This is an optimization exercise on Yosys and OpenROAD, whose aim is small area, a short achievable clock period and few clock cycles per item, not a production implementation.
Function not checked in this run: the RTL went through the layout flow alone.
Power and IR drop assume default switching activity.

==> design/flow/design.v <==
module fp_carpma(
    input clk_i, rst_i, en_i,
    input [31:0] x1_i, x2_i,
    output [31:0] sonuc_o,
    output done_o
    );
  wire zero = ~|x1_i | ~|x2_i;
  wire [23:0] ma = {1'b1, x1_i[22:0]};
  wire [23:0] mb = {1'b1, x2_i[22:0]};
  reg [1:0] cnt_q;           
  reg [30:0] s_q, c_q;     
  reg cy_q;                  
  reg [7:0] e_q;
  reg sg_q;
  reg z_q;
  wire run = en_i & ~rst_i;
  wire hold = cnt_q[1];
  wire c0 = ~cnt_q[1] & ~cnt_q[0];
  wire c1 = cnt_q[0];
  wire [31:0] r1 = {s_q, cy_q} + {c_q, cy_q};
  wire [24:0] ra = r1[31:7];
  wire [36:0] rin = ({12'd0, ra} & {37{c1}}) | ({ra, 12'd0} & {37{hold}});
  wire [12:0] lx = {mb[11:0], 1'b0};
  wire [12:0] hx = {mb[23:12], 1'b0};
  wire [5:0] ng, one, two;
  wire q11 = (mb[11] & c0) | (mb[23] & c1);
  genvar g;
  generate for (g = 0; g < 6; g = g + 1) begin : bd
    wire l0 = lx[2*g], l1 = lx[2*g+1], l2 = lx[2*g+2];
    wire h0 = hx[2*g], h1 = hx[2*g+1], h2 = hx[2*g+2];
    assign ng[g] = (l2 & c0) | (h2 & c1);
    assign one[g] = ((l1 ^ l0) & c0) | ((h1 ^ h0) & c1);
    assign two[g] = (((l2 & ~l1 & ~l0) | (~l2 & l1 & l0)) & c0) |
                    (((h2 & ~h1 & ~h0) | (~h2 & h1 & h0)) & c1);
  end endgenerate
  wire [24:0] bp0 = (({1'b0, ma} & {25{one[0]}}) | ({ma, 1'b0} & {25{two[0]}})) ^ {25{ng[0]}};
  wire [24:0] bp1 = (({1'b0, ma} & {25{one[1]}}) | ({ma, 1'b0} & {25{two[1]}})) ^ {25{ng[1]}};
  wire [24:0] bp2 = (({1'b0, ma} & {25{one[2]}}) | ({ma, 1'b0} & {25{two[2]}})) ^ {25{ng[2]}};
  wire [24:0] bp3 = (({1'b0, ma} & {25{one[3]}}) | ({ma, 1'b0} & {25{two[3]}})) ^ {25{ng[3]}};
  wire [24:0] bp4 = (({1'b0, ma} & {25{one[4]}}) | ({ma, 1'b0} & {25{two[4]}})) ^ {25{ng[4]}};
  wire [24:0] bp5 = (({1'b0, ma} & {25{one[5]}}) | ({ma, 1'b0} & {25{two[5]}})) ^ {25{ng[5]}};
  wire [23:0] pr = ma & {24{q11}};
  wire fs0 = rin[1] ^ ng[0] ^ bp0[0];
  wire fc0 = (rin[1] & ng[0]) | (rin[1] & bp0[0]) | (ng[0] & bp0[0]);
  wire fs1 = rin[3] ^ ng[1] ^ bp0[2];
  wire fc1 = (rin[3] & ng[1]) | (rin[3] & bp0[2]) | (ng[1] & bp0[2]);
  wire fs2 = rin[4] ^ bp0[3] ^ bp1[1];
  wire fc2 = (rin[4] & bp0[3]) | (rin[4] & bp1[1]) | (bp0[3] & bp1[1]);
  wire fs3 = rin[5] ^ ng[2] ^ bp0[4];
  wire fc3 = (rin[5] & ng[2]) | (rin[5] & bp0[4]) | (ng[2] & bp0[4]);
  wire hs0 = rin[9] ^ ng[4];
  wire hc0 = rin[9] & ng[4];
  wire hs1 = rin[10] ^ bp0[9];
  wire hc1 = rin[10] & bp0[9];
  wire fs4 = rin[11] ^ ng[5] ^ bp0[10];
  wire fc4 = (rin[11] & ng[5]) | (rin[11] & bp0[10]) | (ng[5] & bp0[10]);
  wire hs2 = bp1[8] ^ bp2[6];
  wire hc2 = bp1[8] & bp2[6];
  wire fs5 = rin[12] ^ bp0[11] ^ bp1[9];
  wire fc5 = (rin[12] & bp0[11]) | (rin[12] & bp1[9]) | (bp0[11] & bp1[9]);
  wire hs3 = bp2[7] ^ bp3[5];
  wire hc3 = bp2[7] & bp3[5];
  wire fs6 = rin[13] ^ pr[0] ^ bp0[12];
  wire fc6 = (rin[13] & pr[0]) | (rin[13] & bp0[12]) | (pr[0] & bp0[12]);
  wire fs7 = bp1[10] ^ bp2[8] ^ bp3[6];
  wire fc7 = (bp1[10] & bp2[8]) | (bp1[10] & bp3[6]) | (bp2[8] & bp3[6]);
  wire fs8 = rin[14] ^ pr[1] ^ bp0[13];
  wire fc8 = (rin[14] & pr[1]) | (rin[14] & bp0[13]) | (pr[1] & bp0[13]);
  wire fs9 = bp1[11] ^ bp2[9] ^ bp3[7];
  wire fc9 = (bp1[11] & bp2[9]) | (bp1[11] & bp3[7]) | (bp2[9] & bp3[7]);
  wire fs10 = rin[15] ^ pr[2] ^ bp0[14];
  wire fc10 = (rin[15] & pr[2]) | (rin[15] & bp0[14]) | (pr[2] & bp0[14]);
  wire fs11 = bp1[12] ^ bp2[10] ^ bp3[8];
  wire fc11 = (bp1[12] & bp2[10]) | (bp1[12] & bp3[8]) | (bp2[10] & bp3[8]);
  wire fs12 = rin[16] ^ pr[3] ^ bp0[15];
  wire fc12 = (rin[16] & pr[3]) | (rin[16] & bp0[15]) | (pr[3] & bp0[15]);
  wire fs13 = bp1[13] ^ bp2[11] ^ bp3[9];
  wire fc13 = (bp1[13] & bp2[11]) | (bp1[13] & bp3[9]) | (bp2[11] & bp3[9]);
  wire fs14 = rin[17] ^ pr[4] ^ bp0[16];
  wire fc14 = (rin[17] & pr[4]) | (rin[17] & bp0[16]) | (pr[4] & bp0[16]);
  wire fs15 = bp1[14] ^ bp2[12] ^ bp3[10];
  wire fc15 = (bp1[14] & bp2[12]) | (bp1[14] & bp3[10]) | (bp2[12] & bp3[10]);
  wire fs16 = rin[18] ^ pr[5] ^ bp0[17];
  wire fc16 = (rin[18] & pr[5]) | (rin[18] & bp0[17]) | (pr[5] & bp0[17]);
  wire fs17 = bp1[15] ^ bp2[13] ^ bp3[11];
  wire fc17 = (bp1[15] & bp2[13]) | (bp1[15] & bp3[11]) | (bp2[13] & bp3[11]);
  wire fs18 = rin[19] ^ pr[6] ^ bp0[18];
  wire fc18 = (rin[19] & pr[6]) | (rin[19] & bp0[18]) | (pr[6] & bp0[18]);
  wire fs19 = bp1[16] ^ bp2[14] ^ bp3[12];
  wire fc19 = (bp1[16] & bp2[14]) | (bp1[16] & bp3[12]) | (bp2[14] & bp3[12]);
  wire fs20 = rin[20] ^ pr[7] ^ bp0[19];
  wire fc20 = (rin[20] & pr[7]) | (rin[20] & bp0[19]) | (pr[7] & bp0[19]);
  wire fs21 = bp1[17] ^ bp2[15] ^ bp3[13];
  wire fc21 = (bp1[17] & bp2[15]) | (bp1[17] & bp3[13]) | (bp2[15] & bp3[13]);
  wire fs22 = rin[21] ^ pr[8] ^ bp0[20];
  wire fc22 = (rin[21] & pr[8]) | (rin[21] & bp0[20]) | (pr[8] & bp0[20]);
  wire fs23 = bp1[18] ^ bp2[16] ^ bp3[14];
  wire fc23 = (bp1[18] & bp2[16]) | (bp1[18] & bp3[14]) | (bp2[16] & bp3[14]);
  wire fs24 = rin[22] ^ pr[9] ^ bp0[21];
  wire fc24 = (rin[22] & pr[9]) | (rin[22] & bp0[21]) | (pr[9] & bp0[21]);
  wire fs25 = bp1[19] ^ bp2[17] ^ bp3[15];
  wire fc25 = (bp1[19] & bp2[17]) | (bp1[19] & bp3[15]) | (bp2[17] & bp3[15]);
  wire fs26 = rin[23] ^ pr[10] ^ bp0[22];
  wire fc26 = (rin[23] & pr[10]) | (rin[23] & bp0[22]) | (pr[10] & bp0[22]);
  wire fs27 = bp1[20] ^ bp2[18] ^ bp3[16];
  wire fc27 = (bp1[20] & bp2[18]) | (bp1[20] & bp3[16]) | (bp2[18] & bp3[16]);
  wire fs28 = rin[24] ^ pr[11] ^ bp0[23];
  wire fc28 = (rin[24] & pr[11]) | (rin[24] & bp0[23]) | (pr[11] & bp0[23]);
  wire fs29 = bp1[21] ^ bp2[19] ^ bp3[17];
  wire fc29 = (bp1[21] & bp2[19]) | (bp1[21] & bp3[17]) | (bp2[19] & bp3[17]);
  wire fs30 = rin[25] ^ pr[12] ^ bp0[24];
  wire fc30 = (rin[25] & pr[12]) | (rin[25] & bp0[24]) | (pr[12] & bp0[24]);
  wire fs31 = bp1[22] ^ bp2[20] ^ bp3[18];
  wire fc31 = (bp1[22] & bp2[20]) | (bp1[22] & bp3[18]) | (bp2[20] & bp3[18]);
  wire fs32 = 1'b1 ^ rin[26] ^ pr[13];
  wire fc32 = (1'b1 & rin[26]) | (1'b1 & pr[13]) | (rin[26] & pr[13]);
  wire fs33 = ~ng[0] ^ bp1[23] ^ bp2[21];
  wire fc33 = (~ng[0] & bp1[23]) | (~ng[0] & bp2[21]) | (bp1[23] & bp2[21]);
  wire hs4 = bp3[19] ^ bp4[17];
  wire hc4 = bp3[19] & bp4[17];
  wire fs34 = 1'b1 ^ rin[27] ^ pr[14];
  wire fc34 = (1'b1 & rin[27]) | (1'b1 & pr[14]) | (rin[27] & pr[14]);
  wire fs35 = bp1[24] ^ bp2[22] ^ bp3[20];
  wire fc35 = (bp1[24] & bp2[22]) | (bp1[24] & bp3[20]) | (bp2[22] & bp3[20]);
  wire hs5 = bp4[18] ^ bp5[16];
  wire hc5 = bp4[18] & bp5[16];
  wire fs36 = rin[28] ^ pr[15] ^ ~ng[1];
  wire fc36 = (rin[28] & pr[15]) | (rin[28] & ~ng[1]) | (pr[15] & ~ng[1]);
  wire fs37 = bp2[23] ^ bp3[21] ^ bp4[19];
  wire fc37 = (bp2[23] & bp3[21]) | (bp2[23] & bp4[19]) | (bp3[21] & bp4[19]);
  wire fs38 = 1'b1 ^ rin[29] ^ pr[16];
  wire fc38 = (1'b1 & rin[29]) | (1'b1 & pr[16]) | (rin[29] & pr[16]);
  wire hs6 = bp2[24] ^ bp3[22];
  wire hc6 = bp2[24] & bp3[22];
  wire fs39 = rin[30] ^ pr[17] ^ ~ng[2];
  wire fc39 = (rin[30] & pr[17]) | (rin[30] & ~ng[2]) | (pr[17] & ~ng[2]);
  wire hs7 = 1'b1 ^ rin[31];
  wire hc7 = 1'b1 & rin[31];
  wire fs40 = rin[2] ^ bp0[1] ^ fc0;
  wire fc40 = (rin[2] & bp0[1]) | (rin[2] & fc0) | (bp0[1] & fc0);
  wire fs41 = bp1[2] ^ bp2[0] ^ fc2;
  wire fc41 = (bp1[2] & bp2[0]) | (bp1[2] & fc2) | (bp2[0] & fc2);
  wire fs42 = rin[6] ^ bp0[5] ^ bp1[3];
  wire fc42 = (rin[6] & bp0[5]) | (rin[6] & bp1[3]) | (bp0[5] & bp1[3]);
  wire fs43 = rin[7] ^ ng[3] ^ bp0[6];
  wire fc43 = (rin[7] & ng[3]) | (rin[7] & bp0[6]) | (ng[3] & bp0[6]);
  wire hs8 = bp1[4] ^ bp2[2];
  wire hc8 = bp1[4] & bp2[2];
  wire fs44 = rin[8] ^ bp0[7] ^ bp1[5];
  wire fc44 = (rin[8] & bp0[7]) | (rin[8] & bp1[5]) | (bp0[7] & bp1[5]);
  wire hs9 = bp2[3] ^ bp3[1];
  wire hc9 = bp2[3] & bp3[1];
  wire fs45 = bp0[8] ^ bp1[6] ^ bp2[4];
  wire fc45 = (bp0[8] & bp1[6]) | (bp0[8] & bp2[4]) | (bp1[6] & bp2[4]);
  wire fs46 = bp3[2] ^ bp4[0] ^ hs0;
  wire fc46 = (bp3[2] & bp4[0]) | (bp3[2] & hs0) | (bp4[0] & hs0);
  wire fs47 = bp1[7] ^ bp2[5] ^ bp3[3];
  wire fc47 = (bp1[7] & bp2[5]) | (bp1[7] & bp3[3]) | (bp2[5] & bp3[3]);
  wire fs48 = bp4[1] ^ hc0 ^ hs1;
  wire fc48 = (bp4[1] & hc0) | (bp4[1] & hs1) | (hc0 & hs1);
  wire fs49 = bp3[4] ^ bp4[2] ^ bp5[0];
  wire fc49 = (bp3[4] & bp4[2]) | (bp3[4] & bp5[0]) | (bp4[2] & bp5[0]);
  wire fs50 = hc1 ^ hs2 ^ fs4;
  wire fc50 = (hc1 & hs2) | (hc1 & fs4) | (hs2 & fs4);
  wire fs51 = bp4[3] ^ bp5[1] ^ hc2;
  wire fc51 = (bp4[3] & bp5[1]) | (bp4[3] & hc2) | (bp5[1] & hc2);
  wire fs52 = hs3 ^ fc4 ^ fs5;
  wire fc52 = (hs3 & fc4) | (hs3 & fs5) | (fc4 & fs5);
  wire fs53 = bp4[4] ^ bp5[2] ^ hc3;
  wire fc53 = (bp4[4] & bp5[2]) | (bp4[4] & hc3) | (bp5[2] & hc3);
  wire fs54 = fc5 ^ fs6 ^ fs7;
  wire fc54 = (fc5 & fs6) | (fc5 & fs7) | (fs6 & fs7);
  wire fs55 = bp4[5] ^ bp5[3] ^ fc6;
  wire fc55 = (bp4[5] & bp5[3]) | (bp4[5] & fc6) | (bp5[3] & fc6);
  wire fs56 = fc7 ^ fs8 ^ fs9;
  wire fc56 = (fc7 & fs8) | (fc7 & fs9) | (fs8 & fs9);
  wire fs57 = bp4[6] ^ bp5[4] ^ fc8;
  wire fc57 = (bp4[6] & bp5[4]) | (bp4[6] & fc8) | (bp5[4] & fc8);
  wire fs58 = fc9 ^ fs10 ^ fs11;
  wire fc58 = (fc9 & fs10) | (fc9 & fs11) | (fs10 & fs11);
  wire fs59 = bp4[7] ^ bp5[5] ^ fc10;
  wire fc59 = (bp4[7] & bp5[5]) | (bp4[7] & fc10) | (bp5[5] & fc10);
  wire fs60 = fc11 ^ fs12 ^ fs13;
  wire fc60 = (fc11 & fs12) | (fc11 & fs13) | (fs12 & fs13);
  wire fs61 = bp4[8] ^ bp5[6] ^ fc12;
  wire fc61 = (bp4[8] & bp5[6]) | (bp4[8] & fc12) | (bp5[6] & fc12);
  wire fs62 = fc13 ^ fs14 ^ fs15;
  wire fc62 = (fc13 & fs14) | (fc13 & fs15) | (fs14 & fs15);
  wire fs63 = bp4[9] ^ bp5[7] ^ fc14;
  wire fc63 = (bp4[9] & bp5[7]) | (bp4[9] & fc14) | (bp5[7] & fc14);
  wire fs64 = fc15 ^ fs16 ^ fs17;
  wire fc64 = (fc15 & fs16) | (fc15 & fs17) | (fs16 & fs17);
  wire fs65 = bp4[10] ^ bp5[8] ^ fc16;
  wire fc65 = (bp4[10] & bp5[8]) | (bp4[10] & fc16) | (bp5[8] & fc16);
  wire fs66 = fc17 ^ fs18 ^ fs19;
  wire fc66 = (fc17 & fs18) | (fc17 & fs19) | (fs18 & fs19);
  wire fs67 = bp4[11] ^ bp5[9] ^ fc18;
  wire fc67 = (bp4[11] & bp5[9]) | (bp4[11] & fc18) | (bp5[9] & fc18);
  wire fs68 = fc19 ^ fs20 ^ fs21;
  wire fc68 = (fc19 & fs20) | (fc19 & fs21) | (fs20 & fs21);
  wire fs69 = bp4[12] ^ bp5[10] ^ fc20;
  wire fc69 = (bp4[12] & bp5[10]) | (bp4[12] & fc20) | (bp5[10] & fc20);
  wire fs70 = fc21 ^ fs22 ^ fs23;
  wire fc70 = (fc21 & fs22) | (fc21 & fs23) | (fs22 & fs23);
  wire fs71 = bp4[13] ^ bp5[11] ^ fc22;
  wire fc71 = (bp4[13] & bp5[11]) | (bp4[13] & fc22) | (bp5[11] & fc22);
  wire fs72 = fc23 ^ fs24 ^ fs25;
  wire fc72 = (fc23 & fs24) | (fc23 & fs25) | (fs24 & fs25);
  wire fs73 = bp4[14] ^ bp5[12] ^ fc24;
  wire fc73 = (bp4[14] & bp5[12]) | (bp4[14] & fc24) | (bp5[12] & fc24);
  wire fs74 = fc25 ^ fs26 ^ fs27;
  wire fc74 = (fc25 & fs26) | (fc25 & fs27) | (fs26 & fs27);
  wire fs75 = bp4[15] ^ bp5[13] ^ fc26;
  wire fc75 = (bp4[15] & bp5[13]) | (bp4[15] & fc26) | (bp5[13] & fc26);
  wire fs76 = fc27 ^ fs28 ^ fs29;
  wire fc76 = (fc27 & fs28) | (fc27 & fs29) | (fs28 & fs29);
  wire fs77 = bp4[16] ^ bp5[14] ^ fc28;
  wire fc77 = (bp4[16] & bp5[14]) | (bp4[16] & fc28) | (bp5[14] & fc28);
  wire fs78 = fc29 ^ fs30 ^ fs31;
  wire fc78 = (fc29 & fs30) | (fc29 & fs31) | (fs30 & fs31);
  wire fs79 = bp5[15] ^ fs32 ^ hs4;
  wire fc79 = (bp5[15] & fs32) | (bp5[15] & hs4) | (fs32 & hs4);
  wire fs80 = fc30 ^ fc31 ^ fs33;
  wire fc80 = (fc30 & fc31) | (fc30 & fs33) | (fc31 & fs33);
  wire fs81 = fc32 ^ hc4 ^ fs34;
  wire fc81 = (fc32 & hc4) | (fc32 & fs34) | (hc4 & fs34);
  wire fs82 = hs5 ^ fc33 ^ fs35;
  wire fc82 = (hs5 & fc33) | (hs5 & fs35) | (fc33 & fs35);
  wire fs83 = bp5[17] ^ fc34 ^ hc5;
  wire fc83 = (bp5[17] & fc34) | (bp5[17] & hc5) | (fc34 & hc5);
  wire fs84 = fs36 ^ fc35 ^ fs37;
  wire fc84 = (fs36 & fc35) | (fs36 & fs37) | (fc35 & fs37);
  wire fs85 = bp4[20] ^ bp5[18] ^ fc36;
  wire fc85 = (bp4[20] & bp5[18]) | (bp4[20] & fc36) | (bp5[18] & fc36);
  wire fs86 = fs38 ^ hs6 ^ fc37;
  wire fc86 = (fs38 & hs6) | (fs38 & fc37) | (hs6 & fc37);
  wire fs87 = bp3[23] ^ bp4[21] ^ bp5[19];
  wire fc87 = (bp3[23] & bp4[21]) | (bp3[23] & bp5[19]) | (bp4[21] & bp5[19]);
  wire fs88 = fc38 ^ hc6 ^ fs39;
  wire fc88 = (fc38 & hc6) | (fc38 & fs39) | (hc6 & fs39);
  wire fs89 = hs7 ^ pr[18] ^ bp3[24];
  wire fc89 = (hs7 & pr[18]) | (hs7 & bp3[24]) | (pr[18] & bp3[24]);
  wire fs90 = bp4[22] ^ bp5[20] ^ fc39;
  wire fc90 = (bp4[22] & bp5[20]) | (bp4[22] & fc39) | (bp5[20] & fc39);
  wire fs91 = rin[32] ^ hc7 ^ pr[19];
  wire fc91 = (rin[32] & hc7) | (rin[32] & pr[19]) | (hc7 & pr[19]);
  wire fs92 = ~ng[3] ^ bp4[23] ^ bp5[21];
  wire fc92 = (~ng[3] & bp4[23]) | (~ng[3] & bp5[21]) | (bp4[23] & bp5[21]);
  wire fs93 = 1'b1 ^ rin[33] ^ pr[20];
  wire fc93 = (1'b1 & rin[33]) | (1'b1 & pr[20]) | (rin[33] & pr[20]);
  wire hs10 = bp4[24] ^ bp5[22];
  wire hc10 = bp4[24] & bp5[22];
  wire fs94 = rin[34] ^ pr[21] ^ ~ng[4];
  wire fc94 = (rin[34] & pr[21]) | (rin[34] & ~ng[4]) | (pr[21] & ~ng[4]);
  wire hs11 = 1'b1 ^ rin[35];
  wire hc11 = 1'b1 & rin[35];
  wire fs95 = bp1[0] ^ fs1 ^ fc40;
  wire fc95 = (bp1[0] & fs1) | (bp1[0] & fc40) | (fs1 & fc40);
  wire hs12 = bp2[1] ^ fc3;
  wire hc12 = bp2[1] & fc3;
  wire fs96 = bp3[0] ^ hs8 ^ fc42;
  wire fc96 = (bp3[0] & hs8) | (bp3[0] & fc42) | (hs8 & fc42);
  wire fs97 = hc8 ^ hs9 ^ fc43;
  wire fc97 = (hc8 & hs9) | (hc8 & fc43) | (hs9 & fc43);
  wire fs98 = hc9 ^ fc44 ^ fs45;
  wire fc98 = (hc9 & fc44) | (hc9 & fs45) | (fc44 & fs45);
  wire fs99 = fc45 ^ fs47 ^ fc46;
  wire fc99 = (fc45 & fs47) | (fc45 & fc46) | (fs47 & fc46);
  wire fs100 = fc47 ^ fs49 ^ fc48;
  wire fc100 = (fc47 & fs49) | (fc47 & fc48) | (fs49 & fc48);
  wire fs101 = fc49 ^ fs51 ^ fc50;
  wire fc101 = (fc49 & fs51) | (fc49 & fc50) | (fs51 & fc50);
  wire fs102 = fc51 ^ fs53 ^ fc52;
  wire fc102 = (fc51 & fs53) | (fc51 & fc52) | (fs53 & fc52);
  wire fs103 = fc53 ^ fc54 ^ fs55;
  wire fc103 = (fc53 & fc54) | (fc53 & fs55) | (fc54 & fs55);
  wire fs104 = fc55 ^ fc56 ^ fs57;
  wire fc104 = (fc55 & fc56) | (fc55 & fs57) | (fc56 & fs57);
  wire fs105 = fc57 ^ fc58 ^ fs59;
  wire fc105 = (fc57 & fc58) | (fc57 & fs59) | (fc58 & fs59);
  wire fs106 = fc59 ^ fc60 ^ fs61;
  wire fc106 = (fc59 & fc60) | (fc59 & fs61) | (fc60 & fs61);
  wire fs107 = fc61 ^ fc62 ^ fs63;
  wire fc107 = (fc61 & fc62) | (fc61 & fs63) | (fc62 & fs63);
  wire fs108 = fc63 ^ fc64 ^ fs65;
  wire fc108 = (fc63 & fc64) | (fc63 & fs65) | (fc64 & fs65);
  wire fs109 = fc65 ^ fc66 ^ fs67;
  wire fc109 = (fc65 & fc66) | (fc65 & fs67) | (fc66 & fs67);
  wire fs110 = fc67 ^ fc68 ^ fs69;
  wire fc110 = (fc67 & fc68) | (fc67 & fs69) | (fc68 & fs69);
  wire fs111 = fc69 ^ fc70 ^ fs71;
  wire fc111 = (fc69 & fc70) | (fc69 & fs71) | (fc70 & fs71);
  wire fs112 = fc71 ^ fc72 ^ fs73;
  wire fc112 = (fc71 & fc72) | (fc71 & fs73) | (fc72 & fs73);
  wire fs113 = fc73 ^ fc74 ^ fs75;
  wire fc113 = (fc73 & fc74) | (fc73 & fs75) | (fc74 & fs75);
  wire fs114 = fc75 ^ fc76 ^ fs77;
  wire fc114 = (fc75 & fc76) | (fc75 & fs77) | (fc76 & fs77);
  wire fs115 = fs79 ^ fc77 ^ fc78;
  wire fc115 = (fs79 & fc77) | (fs79 & fc78) | (fc77 & fc78);
  wire fs116 = fc79 ^ fs81 ^ fc80;
  wire fc116 = (fc79 & fs81) | (fc79 & fc80) | (fs81 & fc80);
  wire fs117 = fc81 ^ fs83 ^ fc82;
  wire fc117 = (fc81 & fs83) | (fc81 & fc82) | (fs83 & fc82);
  wire fs118 = fc83 ^ fs85 ^ fc84;
  wire fc118 = (fc83 & fs85) | (fc83 & fc84) | (fs85 & fc84);
  wire fs119 = fs87 ^ fc85 ^ fs88;
  wire fc119 = (fs87 & fc85) | (fs87 & fs88) | (fc85 & fs88);
  wire fs120 = fc87 ^ fs89 ^ fc88;
  wire fc120 = (fc87 & fs89) | (fc87 & fc88) | (fs89 & fc88);
  wire fs121 = fs91 ^ fc89 ^ fs92;
  wire fc121 = (fs91 & fc89) | (fs91 & fs92) | (fc89 & fs92);
  wire fs122 = fc91 ^ fs93 ^ hs10;
  wire fc122 = (fc91 & fs93) | (fc91 & hs10) | (fs93 & hs10);
  wire fs123 = bp5[23] ^ fc93 ^ hc10;
  wire fc123 = (bp5[23] & fc93) | (bp5[23] & hc10) | (fc93 & hc10);
  wire fs124 = hs11 ^ pr[22] ^ bp5[24];
  wire fc124 = (hs11 & pr[22]) | (hs11 & bp5[24]) | (pr[22] & bp5[24]);
  wire fs125 = rin[36] ^ hc11 ^ pr[23];
  wire fc125 = (rin[36] & hc11) | (rin[36] & pr[23]) | (hc11 & pr[23]);
  wire fs126 = fc1 ^ fs2 ^ fc95;
  wire fc126 = (fc1 & fs2) | (fc1 & fc95) | (fs2 & fc95);
  wire hs13 = fs3 ^ fs41;
  wire hc13 = fs3 & fs41;
  wire fs127 = fs42 ^ hs12 ^ fc41;
  wire fc127 = (fs42 & hs12) | (fs42 & fc41) | (hs12 & fc41);
  wire fs128 = fs43 ^ hc12 ^ fs96;
  wire fc128 = (fs43 & hc12) | (fs43 & fs96) | (hc12 & fs96);
  wire fs129 = fs44 ^ fc96 ^ fs97;
  wire fc129 = (fs44 & fc96) | (fs44 & fs97) | (fc96 & fs97);
  wire fs130 = fs46 ^ fc97 ^ fs98;
  wire fc130 = (fs46 & fc97) | (fs46 & fs98) | (fc97 & fs98);
  wire fs131 = fs48 ^ fc98 ^ fs99;
  wire fc131 = (fs48 & fc98) | (fs48 & fs99) | (fc98 & fs99);
  wire fs132 = fc99 ^ fs50 ^ fs100;
  wire fc132 = (fc99 & fs50) | (fc99 & fs100) | (fs50 & fs100);
  wire fs133 = fs52 ^ fc100 ^ fs101;
  wire fc133 = (fs52 & fc100) | (fs52 & fs101) | (fc100 & fs101);
  wire fs134 = fs54 ^ fc101 ^ fs102;
  wire fc134 = (fs54 & fc101) | (fs54 & fs102) | (fc101 & fs102);
  wire fs135 = fs56 ^ fc102 ^ fs103;
  wire fc135 = (fs56 & fc102) | (fs56 & fs103) | (fc102 & fs103);
  wire fs136 = fs58 ^ fc103 ^ fs104;
  wire fc136 = (fs58 & fc103) | (fs58 & fs104) | (fc103 & fs104);
  wire fs137 = fs60 ^ fc104 ^ fs105;
  wire fc137 = (fs60 & fc104) | (fs60 & fs105) | (fc104 & fs105);
  wire fs138 = fs62 ^ fc105 ^ fs106;
  wire fc138 = (fs62 & fc105) | (fs62 & fs106) | (fc105 & fs106);
  wire fs139 = fs64 ^ fc106 ^ fs107;
  wire fc139 = (fs64 & fc106) | (fs64 & fs107) | (fc106 & fs107);
  wire fs140 = fs66 ^ fc107 ^ fs108;
  wire fc140 = (fs66 & fc107) | (fs66 & fs108) | (fc107 & fs108);
  wire fs141 = fs68 ^ fc108 ^ fs109;
  wire fc141 = (fs68 & fc108) | (fs68 & fs109) | (fc108 & fs109);
  wire fs142 = fs70 ^ fc109 ^ fs110;
  wire fc142 = (fs70 & fc109) | (fs70 & fs110) | (fc109 & fs110);
  wire fs143 = fs72 ^ fc110 ^ fs111;
  wire fc143 = (fs72 & fc110) | (fs72 & fs111) | (fc110 & fs111);
  wire fs144 = fs74 ^ fc111 ^ fs112;
  wire fc144 = (fs74 & fc111) | (fs74 & fs112) | (fc111 & fs112);
  wire fs145 = fs76 ^ fc112 ^ fs113;
  wire fc145 = (fs76 & fc112) | (fs76 & fs113) | (fc112 & fs113);
  wire fs146 = fs78 ^ fc113 ^ fs114;
  wire fc146 = (fs78 & fc113) | (fs78 & fs114) | (fc113 & fs114);
  wire fs147 = fs80 ^ fc114 ^ fs115;
  wire fc147 = (fs80 & fc114) | (fs80 & fs115) | (fc114 & fs115);
  wire fs148 = fs82 ^ fc115 ^ fs116;
  wire fc148 = (fs82 & fc115) | (fs82 & fs116) | (fc115 & fs116);
  wire fs149 = fs84 ^ fc116 ^ fs117;
  wire fc149 = (fs84 & fc116) | (fs84 & fs117) | (fc116 & fs117);
  wire fs150 = fs86 ^ fc117 ^ fs118;
  wire fc150 = (fs86 & fc117) | (fs86 & fs118) | (fc117 & fs118);
  wire fs151 = fc86 ^ fs119 ^ fc118;
  wire fc151 = (fc86 & fs119) | (fc86 & fc118) | (fs119 & fc118);
  wire fs152 = fs90 ^ fc119 ^ fs120;
  wire fc152 = (fs90 & fc119) | (fs90 & fs120) | (fc119 & fs120);
  wire fs153 = fc90 ^ fs121 ^ fc120;
  wire fc153 = (fc90 & fs121) | (fc90 & fc120) | (fs121 & fc120);
  wire fs154 = fc92 ^ fs122 ^ fc121;
  wire fc154 = (fc92 & fs122) | (fc92 & fc121) | (fs122 & fc121);
  wire fs155 = fs94 ^ fc122 ^ fs123;
  wire fc155 = (fs94 & fc122) | (fs94 & fs123) | (fc122 & fs123);
  wire fs156 = fc94 ^ fs124 ^ fc123;
  wire fc156 = (fc94 & fs124) | (fc94 & fc123) | (fs124 & fc123);
  wire fs157 = ~ng[5] ^ fs125 ^ fc124;
  wire fc157 = (~ng[5] & fs125) | (~ng[5] & fc124) | (fs125 & fc124);
  wire [36:0] ts = {fs157, fc155, fs155, fs154, fc152, fs152, fc150, fc149, fc148, fc147, fc146, fc145, fc144, fc143, fc142, fc141, fc140, fc139, fc138, fc137, fc136, fc135, fc134, fc133, fc132, fc131, fc130, fc129, fc128, fc127, hc13, hs13, fs126, fs95, fs40, fs0, rin[0]};
  wire [36:0] tc = {fc156, fs156, fc154, fc153, fs153, fc151, fs151, fs150, fs149, fs148, fs147, fs146, fs145, fs144, fs143, fs142, fs141, fs140, fs139, fs138, fs137, fs136, fs135, fs134, fs133, fs132, fs131, fs130, fs129, fs128, fs127, fc126, 1'b0, 1'b0, 1'b0, 1'b0, 1'b0};
  wire [6:0] lo_sum = ts[5:0] + tc[5:0];
  always @(posedge clk_i) begin
    cnt_q <= run ? (hold ? cnt_q : cnt_q + 2'd1) : 2'd0;
    s_q <= ts[36:6];
    c_q <= tc[36:6];
    cy_q <= lo_sum[6];
    e_q <= x1_i[30:23] + x2_i[30:23] + 8'd129;
    sg_q <= x1_i[31] ^ x2_i[31];
    z_q <= zero;
  end
  wire [22:0] man = ra[24] ? ra[23:1] : ra[22:0];
  wire [7:0] e_inc = e_q + 8'd1;
  wire [7:0] e = ra[24] ? e_inc : e_q;
  assign sonuc_o = {sg_q, e, man} & {32{~z_q}};
  assign done_o = hold;
endmodule
==> design/flow/flow/run.sh <==
#!/bin/bash
set -uo pipefail
export BUFFER_PORTS_ARGS="-buffer_cell sky130_fd_sc_hd__buf_1"
export SYNTH_ARGS="-noabc"
bash standard.sh > flow.log 2>&1
==> design/flow/standard.sh <==
#!/bin/bash
# synth_recipe.tcl (not shown) runs the flow's synth.tcl, then flattens the netlist and writes it again
# the make line also repeats each setting of config.mk as NAME=value (left out here)
make -C /OpenROAD-flow-scripts/flow DESIGN_CONFIG=/design/flow/config.mk WORK_HOME=/design/flow/orfs CLKGATE_MAP_FILE= SYNTH_SCRIPT=/design/flow/synth_recipe.tcl "${@:-finish}"
==> design/flow/config.mk <==
export PLATFORM = sky130hd
export DESIGN_NAME = fp_carpma
export DESIGN_NICKNAME = fp_carpma
export VERILOG_FILES = /design/flow/design.v
export SDC_FILE = /design/flow/constraint.sdc
export NUM_CORES = 4
export LEC_CHECK = 0
export ABC_AREA = 1
export CAP_MARGIN = 20
export CORE_MARGIN = 2
export CORE_UTILIZATION = 40
export SETUP_SLACK_MARGIN = 4.75
export SLEW_MARGIN = 20
==> design/flow/constraint.sdc <==
create_clock -name core_clock -period 10.0 [get_ports {clk_i}]
set_input_delay 2.0000 -clock core_clock [delete_from_list [all_inputs] [get_ports {clk_i}]]
set_output_delay 2.0000 -clock core_clock [all_outputs]
set_load 0.01 [all_outputs]
==> summary.txt <==
Logic synthesis
  • Synth warn: 1
  • Avg Cell Area, Syn: 7.85 um2
  • Post-Syn Area: 11400 um2
  • Post-Synthesis Cells: 1451
  • Simple-gate area share of the yosys netlist: 0.176
  • Main combinational cell family by area after synthesis: adder cells
  • Mapped Nets: 1731
  • XOR/XNOR Fraction of Synth Area: 0.131
  • Mux cell area share after synthesis: 0
  • Seq/Total Area, Yosys: 0.132
  • Adder-Cell Fraction of Synth Area: 0.332
  • Yosys reg bits: 75
  • Synth Area in Compound Gates: 0.140
  • Yosys cell types: 40

Clocking
  • H-tree depth reported by CTS: 3
  • Worst-Skew Late Latency: 0.35 ns
  • Clock Sinks: 75
  • Max clock buf depth: 2
  • Total CTS buffers: 9
  • CTS tree: built
  • Clock root buffer: clkbuf_16
  • Clock transition at the registers of the reported paths: 0.07 ns

Critical path
  • RR Startpoint: cnt_q[1]
  • Crit Reg-Reg Endpoint: c_q[10]
  • Worst setup SP type: input pin
  • R2R Setup Slk: 4.96 ns
  • CP arrival: 5.42 ns
  • Endpoint class of the critical path: register
  • Maximum fanout along the worst path: 11
  • CP Class: in2reg
  • Reg2Reg Depth: 11
  • Critical Path RT: 10.23 ns

Die
  • Width of the die: 173 um
  • DIE AREA: 29800 um2
  • Die H: 173 um
  • IO Count: 100
  • Rows: 61
  • Initial core utilization: 0.408
  • Core area: 27900 um2

Detailed routing
  • Drt wl/cell: 20.9 um
  • Post-DRT Antenna Nets: 0
  • Final WL: 40.0 mm
  • First-pass detailed-route iteration total: 7
  • Via count: 10800
  • DRT iter0 DRCs: 1088
  • Residual DRC: 0
  • Via/cell ratio: 5.60

Finish
  • Layout cells sized above 1: 0.0817
  • # fillers: 2808
  • Register area: 1500 um2
  • Commonest non-fill, non-tap cell in the layout: nand2_1
  • Post-route cell area: 12700 um2
  • Finished Core Util: 0.454
  • Area of the multi-input gates: 8950 um2
  • Area grow syn2layout: 11.4%
  • Antenna Cells: 0
  • Final nets: 1817
  • Commonest cells after routing, fill and taps aside: 244 x nand2_1, 161 x xor2_1, 152 x inv_1

Power and ir drop
  • Flop pwr share: 0.110
  • Combinational cell fraction of total power: 0.826
  • Clock share of power: 0.064
  • Leakage: 5.88 nW
  • Power Density: 413 nW/um2
  • Worst IR Drop VDD: 0.000182 V
  • Sw Share: 0.570
  • Net Sw Power: 0.00299 W
  • Internal Power: 0.00225 W

Min path
  • Min-delay src: cnt_q[0]
  • Worst hold path depth: 3
  • Hold WC Path Type: reg2reg
  • Worst Hold Path EP: cnt_q[0]

STA
  • Final Worst Setup Slack: 4.81 ns
  • TNS Setup: 0 ns
  • Final hold violations: 0
  • Max_slew headroom: 0.457
  • Tmin final: 5.19 ns
  • Layout Skew: 0.0110 ns
  • Fin. max-slew vios: 0
  • Period utilisation layout: 0.519
  • Max Fclk: 0.193 GHz
  • Final setup fails: 0
  • RSZ-0062 raised after global routing: false
  • Worst slew pin tran: 0.814 ns

Global routing
  • Antenna violations before repair: 0
  • Vias in the first global route: 10200
  • First-pass GRT wire length: 59.5 mm
  • Tot GR Track Use: 0.257
  • Largest net degree at the start of global routing: 36
  • Total gr overflow: 0

Placement
  • GPL Wtd Cong: 0.929
  • Placed cell area: 12000 um2
  • PortBufs: 99
  • Place WS: 4.18 ns
  • DP Wirelength: 29.0 mm

Run status
  • Status: finished clean

Flow run
  • # Max-Cap Violations: 0
[worst max-delay path by stage]
| stage | startpoint | to | slack (ns) |
|---|---|---|---|
| after global placement | x2_i[5] | c_q[22] | 4.20 |
| after CTS | x2_i[3] | c_q[7] | 4.78 |
| final | x2_i[1] | c_q[10] | 4.81 |
| after floorplan | x2_i[15] | c_q[21] | 5.04 |
| after global routing | x2_i[17] | c_q[17] | 4.74 |
| after detailed placement | x2_i[15] | c_q[22] | 4.18 |
[cell usage after synthesis, drive strengths merged]
cell | instances | area [um2]
nand2 | 264 | 1030
inv | 168 | 631
xor2 | 161 | 1410
fa | 149 | 2980
o22ai | 145 | 920
nor2 | 137 | 522
dfxtp | 75 | 1500
a21oi | 65 | 344
ha | 64 | 801
clkbuf | 40 | 150
buf | 38 | 223
nand3 | 37 | 195
o21ai | 31 | 159
nor4 | 13 | 81.3
nor3 | 12 | 60.1
nand4 | 11 | 68.8
xnor2 | 10 | 87.6
o21bai | 9 | 67.6
o211ai | 5 | 37.5
nand3b | 4 | 30.0
a22oi | 3 | 22.5
a21o | 2 | 15.0
a31oi | 2 | 12.5
o21a | 2 | 15.0
and2 | 1 | 6.26
and3 | 1 | 6.26
clkinv | 1 | 3.75
or2 | 1 | 6.26
[metrics by stage]
| step | total power, W | cells | hold slack, ns |
|---|---|---|---|
| 4_1_cts | 0.00517 | 1898 | 0.776 |
| 6_report | 0.00524 | 1920 | 0.781 |
| 2_1_floorplan | 0.00352 | 1451 | 0.573 |
| 3_3_place_gp | 0.00471 | 1860 | 0.770 |
| 3_5_place_dp | 0.00480 | 1860 | 0.759 |
| 5_1_grt | 0.00574 | 1920 | 0.808 |
[kinds of logic (layout without fill, tap and decap cells)]
group / Yosys count / count (layout)
buffers and inverters: 247 / 338
AND/OR/NAND/NOR: 481 / 481
AO/OA/AOI/OAI: 264 / 264
flip-flops: 75 / 75
XOR/XNOR: 171 / 171
adder cells (fa/ha/maj): 213 / 213
[registers in the layout, indices dropped and copies added (netlist names)]
name and cells:
s_q 31, z_q 1, cnt_q 2, c_q 31, e_q 8, cy_q 1, sg_q 1
[repair_timing]
item / in CTS / in global routing
hold buffers: 0 / 0
buffers inserted: 17 / 18
gates resized for setup: 17 / 17
gates cloned: 5 / 4
pin swaps: 0 / 4
endpoints found under the hold margin: 0 / 0
setup endpoints to repair: 42 / 37
[cell type report]
cell class              instances  area share
multi-input cells            1129       0.705
repair buffers                144      0.0571
inverters                     169      0.0535
clock buffers                  10      0.0180
repair inverters                9     0.00532
well taps                     378      0.0373
flip-flops and latches         75       0.118
clock inverters                 6     0.00572
[worst max-delay path, stage by stage]
cell and delay (ns):
buf_1 0.12, nand2_1 0.10, o22ai_2 0.51, clkinvlp_4 0.18, buf_4 0.22, o22ai_1 0.16, xor2_1 0.24, fa_1 0.49
fa_1 0.43, fa_1 0.55, fa_1 0.42
[power groups by stage]
| stage | Clock [W] | Combinational (W) | Sequential [W] |
|---|---|---|---|
| final | 0.000335 | 0.00433 | 0.000575 |
| after global routing | 0.000349 | 0.00481 | 0.000584 |
| after CTS | 0.000336 | 0.00426 | 0.000572 |
| after detailed placement | 0 | 0.00422 | 0.000578 |
| after global placement | 0 | 0.00413 | 0.000578 |
| after floorplan | 0 | 0.00298 | 0.000543 |
[routing by layer]
layer	wire length [um]	global-route usage
met2	17100	0.396
met3	4170	0.0521
met1	17400	0.363
met4	1340	0.0763
met5	0	0

## what the ideal ports hide
In the flow no input, the clock included, has a driving cell. The finished layout below was timed again as built, in two steps.
Step 1: set_driving_cell puts a clkbuf_16 on clk_i and a buf_2 on each other input, an assumption about the parent block.
Step 2 moves the port delays by t, midway between the first and last clock arrival at a register: inputs arrive t later, outputs are due t later. That takes back most of the time a late clock gives input paths.
Three values: ideal, step 1, step 2; two values: the first two.
t, ns: 0.389
setup WS [ns]: 4.806 / 4.819 / 4.430
clock arrival spread, ns: 0.012 / 0.011
After both steps setup and hold are still met in this run. The setup slack of this run moves by +0.013 ns with the drivers and by -0.376 ns with both steps.
